What follows belongs to an exercise in optimizing a design on an open flow for small area, a short achievable clock period and few clock cycles; a production flow would make more cautious choices. Power is estimated from default activity; no workload was simulated.

== zinc ==
Design risc_processor, start of the top module:
module risc_processor (
    input wire clk,reset,
    output wire [9:0] imem_addr,
    input wire [31:0] imem_data,
    output wire [9:0] dmem_addr,
    output wire [31:0] dmem_wdata,
    output wire dmem_we,
    input wire [31:0] dmem_rdata,
    output wire halted
);
For scale: roughly 2,600 cells after synthesis, roughly 120 I/O pins, roughly 33,000 µm² of cells after synthesis.
clock: 6.0 ns
lec_check: 0
cap_margin: 20
core_margin: 2
core_utilization: 40
cts_buf_list: sky130_fd_sc_hd__clkbuf_8
place_density: 0.6
setup_slack_margin: 2.6
slew_margin: 20
synth_hierarchical: 1
synth_minimum_keep_size: 0
tns_end_percent: 5
run.sh (not shown) runs the stock make flow with config.mk's settings and CLKGATE_MAP_FILE= SYNTH_SCRIPT=/design/flow/synth_recipe.tcl, a recipe that flattens the netlist after the stock synthesis.
zinc finished end to end and its layout was clean on timing, DRC and antenna.
Setup changes, zinc to yarrow
- TNS_END_PERCENT now 100, was 5
- SETUP_SLACK_MARGIN now 3.0, was 2.6
Non-clock buffer count went up by more than a quarter going from zinc to yarrow.
Lower global router's overall resource usage was reported by zinc, not yarrow.
zinc → yarrow: via count went up by 965, worst hold slack higher, fraction of met2 tracks used by global routing went up.
yarrow went all the way through synthesis, placement and routing and the layout is clean on timing, DRC and antenna.
yarrow has final design instance area without fill above what zinc had.
Going from zinc to yarrow, wire length grows by 5100 µm.
Diff yarrow..zinc | average instance area after synthesis | unchanged
[compare] base=zinc new=yarrow: final cell count moved up, number of cells on the worst reg-to-reg path moved up.
Setup changes, yarrow to raven
- changing TNS_END_PERCENT from 100 to 5
- changing CTS_BUF_LIST from sky130_fd_sc_hd__clkbuf_8 to sky130_fd_sc_hd__clkbuf_4
==> run summary <==
Summary of the comparison: share of total power consumed by net switching is higher in raven, relative to yarrow.
raven: routed wire length is 2.9% lower than what yarrow reported.
raven vs yarrow — ratio of routed vias to standard cells dropped slightly
Inputs modified between raven and willow:
- CTS_BUF_LIST removed (was sky130_fd_sc_hd__clkbuf_4)
- Fmax on willow is behind raven.
- Measured against raven, the maximum number of pins on one net before global-route repair of willow comes out at 0.77 times the reference value.
- The slowest stage cell on the critical path comes out mux4_2 in one run and dfxtp_2 in the other, namely in willow and raven respectively.
- Lower post-layout utilization of the core was reported by raven, not willow.
- Power share of the clock group in willow vs raven: up 0.5 points
- willow vs. raven: number of vias after detailed routing shrank by 455; shortest period the worst path allows grew by 0.016 ns.
Changes in harbor relative to willow:
- CTS_BUF_LIST now sky130_fd_sc_hd__clkbuf_8, previously not set
Findings:
Sort willow and harbor by met3 track demand over resource in global routing asc -> top: willow
For willow, the start-to-end type of the worst setup path was in2reg, unlike harbor, where it was reg2reg.
harbor ended up with a higher combinational fraction of design power than willow did.
Relative to willow, total track usage has gone up in harbor.
Diff willow..harbor | count of buffers inserted at the top-level ports | unchanged
No run of this note included a check of the RTL's function; only the layout flow was run.

---

red:
The RTL this note starts from:
==> flow/design.v <==
module add10 (input wire [9:0] a, b, output wire [9:0] s);
assign s = a + b;
endmodule
module risc_processor (
    input wire clk,reset,
    output wire [9:0] imem_addr,
    input wire [31:0] imem_data,
    output wire [9:0] dmem_addr,
    output wire [31:0] dmem_wdata,
    output wire dmem_we,
    input wire [31:0] dmem_rdata,
    output wire halted
);
reg  [9:0]  pc;
reg         halt_r;
reg  [31:0] xa;               
reg  [31:0] xb;               
reg  [9:0]  xaddr;            
reg  [3:0]  xrd;              
reg         xwen;             
reg         xld, xst;         
reg         xcbr;             
reg  [1:0]  xbop;             
reg         xpred;            
reg  [9:0]  xalt;             
reg         xsub, xadd, xand, xxor, xor_, xnot, xshl, xsra, xsrl, xpass;
reg  [31:0] rf [1:15];
assign imem_addr = pc;
assign halted    = halt_r;
wire [31:0] sum = xa + xb;
wire [31:0] xoth = ({32{xld}}  & dmem_rdata)
                 | ({32{xand}} & (xa & xb))
                 | ({32{xxor}} & (xa ^ xb))
                 | ({32{xor_}} & (xa | xb))
                 | ({32{xnot}} & ~xa)
                 | ({32{xshl}} & {xa[30:0], 1'b0})
                 | ({32{xsra}} & {xa[31], xa[31:1]})
                 | ({32{xsrl}} & {1'b0, xa[31:1]})
                 | ({32{xpass}} & xa);
wire [31:0] xres = ({32{xadd}} & sum) | ({32{xsub}} & ~sum) | xoth;
assign dmem_addr  = xaddr;
assign dmem_wdata = xb;
assign dmem_we    = xst;
wire azero = (xa == 32'd0);
wire taken = (xbop == 2'b01) ? xa[31] :
             (xbop == 2'b10) ? (~xa[31] & ~azero) : azero;
wire mispredict = xcbr & (taken != xpred);
always @(posedge clk)
    if (xwen) rf[xrd] <= xres;
wire [31:0] ins = imem_data;
wire [5:0]  op  = ins[31:26];
wire [3:0]  rs  = ins[24:21];
wire [3:0]  rt  = ins[19:16];
wire [3:0]  rd  = ins[14:11];
wire is_halt = (ins == 32'hFFFFFFFF);
wire is_r    = (op[5:4] == 2'b00);
wire is_i    = (op[5:4] == 2'b01);
wire is_mem  = (op[5:4] == 2'b10);
wire is_br   = (op[5:4] == 2'b11) & ~is_halt;
wire is_ld   = is_mem & ~op[1];
wire is_st   = is_mem & op[1];
wire is_bru  = is_br & (op[1:0] == 2'b00);
wire [3:0] dst = is_r ? rd : rt;
wire wr      = (is_r | is_i | is_ld) & (dst != 4'd0);
reg [3:0] fn;
always @(*) begin
    if (is_r)
        fn = ins[3:0] - 4'd1;
    else if (is_i & (op[3:0] != 4'd10))
        fn = op[3:0];
    else
        fn = 4'd0;
end
wire fwa = xwen & (xrd == rs);
wire fwb = xwen & (xrd == rt);
wire [31:0] ra = (rs == 4'd0) ? 32'd0 : rf[rs];
wire [31:0] rb = (rt == 4'd0) ? 32'd0 : rf[rt];
wire sub = (fn == 4'd1);
wire [31:0] imm = {{16{ins[15]}}, ins[15:0]};
wire fa_p = fwa & ((xadd & ~sub) | (xsub & sub));
wire fa_n = fwa & ((xsub & ~sub) | (xadd & sub));
wire fa_o = fwa & ~xadd & ~xsub;
wire [31:0] xa_d = ({32{fa_p}} & sum) | ({32{fa_n}} & ~sum)
                 | ({32{fa_o}} & (xoth ^ {32{sub}}))
                 | ({32{~fwa}} & (ra ^ {32{sub}}));
wire fb   = fwb & ~is_i;
wire [31:0] xb_d = ({32{fb & xadd}} & sum) | ({32{fb & xsub}} & ~sum)
                 | ({32{fb}} & xoth)
                 | ({32{~fwb & ~is_i}} & rb)
                 | ({32{is_i}} & imm);
wire b0  = is_i ? ins[0] : (fwb ? xres[0] : rb[0]);
wire addr_stall = is_mem & fwa;
wire [9:0] addr;
add10 addr_add (.a(ra[9:0]), .b(ins[9:0]), .s(addr));
wire [9:0] pc1    = pc + 10'd1;
wire [10:0] tgt1  = {pc, 1'b1} + {ins[9:0], 1'b1};  
wire [9:0] target = tgt1[10:1];
wire pred         = is_br & (is_bru | ins[15]);
wire issue = ~mispredict & ~halt_r & ~addr_stall;
always @(posedge clk) begin
    xa    <= xa_d;
    xb    <= xb_d;
    xaddr <= addr;
    xrd   <= dst;
    xbop  <= op[1:0];
    xpred <= pred;
    xalt  <= pred ? pc1 : target;
    xsub  <= sub;
    xadd  <= (fn == 4'd0) & ~is_ld;
    xand  <= (fn == 4'd2);
    xxor  <= (fn == 4'd3);
    xor_  <= (fn == 4'd4);
    xnot  <= (fn == 4'd5);
    xshl  <= ((fn == 4'd6) | (fn == 4'd7)) & b0;
    xsra  <= (fn == 4'd8) & b0;
    xsrl  <= (fn == 4'd9) & b0;
    xpass <= (fn >= 4'd6) & (fn <= 4'd9) & ~b0;
    if (reset) begin
        pc     <= 10'd0;
        halt_r <= 1'b0;
        xwen   <= 1'b0;
        xld    <= 1'b0;
        xst    <= 1'b0;
        xcbr   <= 1'b0;
    end else begin
        xwen <= issue & wr;
        xld  <= issue & is_ld;
        xst  <= issue & is_st;
        xcbr <= issue & is_br & ~is_bru;
        if (issue & is_halt)
            halt_r <= 1'b1;
        if (mispredict)
            pc <= xalt;
        else if (issue & ~is_halt)
            pc <= pred ? target : pc1;
    end
end
endmodule
Settings: LEC_CHECK=0, CAP_MARGIN=20, CORE_MARGIN=2, CORE_UTILIZATION=65, PLACE_DENSITY=0.8, SETUP_SLACK_MARGIN=3.0, SLEW_MARGIN=20, SYNTH_HIERARCHICAL=1, SYNTH_MINIMUM_KEEP_SIZE=0, TNS_END_PERCENT=5; clock period 6.0 ns.
red | stages: all done | timing, DRC, antenna: all pass
The following lists how blue was set up differently from red:
- CORE_UTILIZATION now 40, was 65
- PLACE_DENSITY now 0.6, was 0.8
Notes after the runs:
Delta (blue minus red): switching power share of the total decreased by 0.74 points relative to the old numbers; wire length on met2 increased by about 1.1% relative to the old numbers; internal power decreased by 1.5% relative to the old numbers; post-layout worst setup margin decreased by 63 ps relative to the old numbers.
When the final numbers for red and blue were put side by side, the routed wire length turned out to be smaller in blue.
The number of clock buffers in the layout reported for blue is smaller than that of red by 8.5%.
In blue, the post-layout instance area came out 0.84% below the value in red.
blue completed; timing, DRC and antenna clean
According to the power report, total power for blue is lower than for red.
Delta (blue minus red): utilization went down by 30 points; maximum frequency went down by 5.8 MHz.
No run of this note included a check of the RTL's function; only the layout flow was run.

==> afterwards: timing with drivers on the ports <==
How much do the figures lean on ideal ports? The routed layouts below were timed once more, with nothing changed but the port constraints. Step 1, drivers: a clkbuf_16 drives clk and a buf_2 each remaining input, both assumed. Step 2 times the ports against the registers' clock, not the clock port: input delays grow and output delays shrink by t, the midpoint of the rising clock arrivals with the driver on. Three values: ideal ports, drivers, drivers and shift; two values: the first two.
run | shift t [ns] | setup slack, ns | worst setup path at the end | worst register clock-pin slew, ns | worst data-port slew with drivers (ns)
zinc | 0.756 | 2.535 / 2.517 / 1.762 | input to register | 0.07 / 0.07 | 0.16
yarrow | 0.757 | 2.790 / 2.749 / 1.992 | input to register | 0.07 / 0.07 | 0.24
raven | 1.042 | 2.795 / 2.786 / 1.763 | input to register | 0.08 / 0.08 | 0.26
willow | 0.706 | 2.779 / 2.678 / 1.972 | input to register | 0.08 / 0.08 | 0.33
harbor | 0.758 | 2.843 / 2.737 / 1.979 | input to register | 0.08 / 0.08 | 0.36
red | 0.716 | 2.724 / 2.509 / 1.792 | input to register | 0.07 / 0.07 | 0.38
blue | 0.698 | 2.661 / 2.504 / 1.806 | input to register | 0.07 / 0.07 | 0.30
After both steps setup and hold are still met in every run listed. For raven, which loses most, drivers alone change the setup slack by -0.009 ns; drivers and shift together by -1.032 ns.
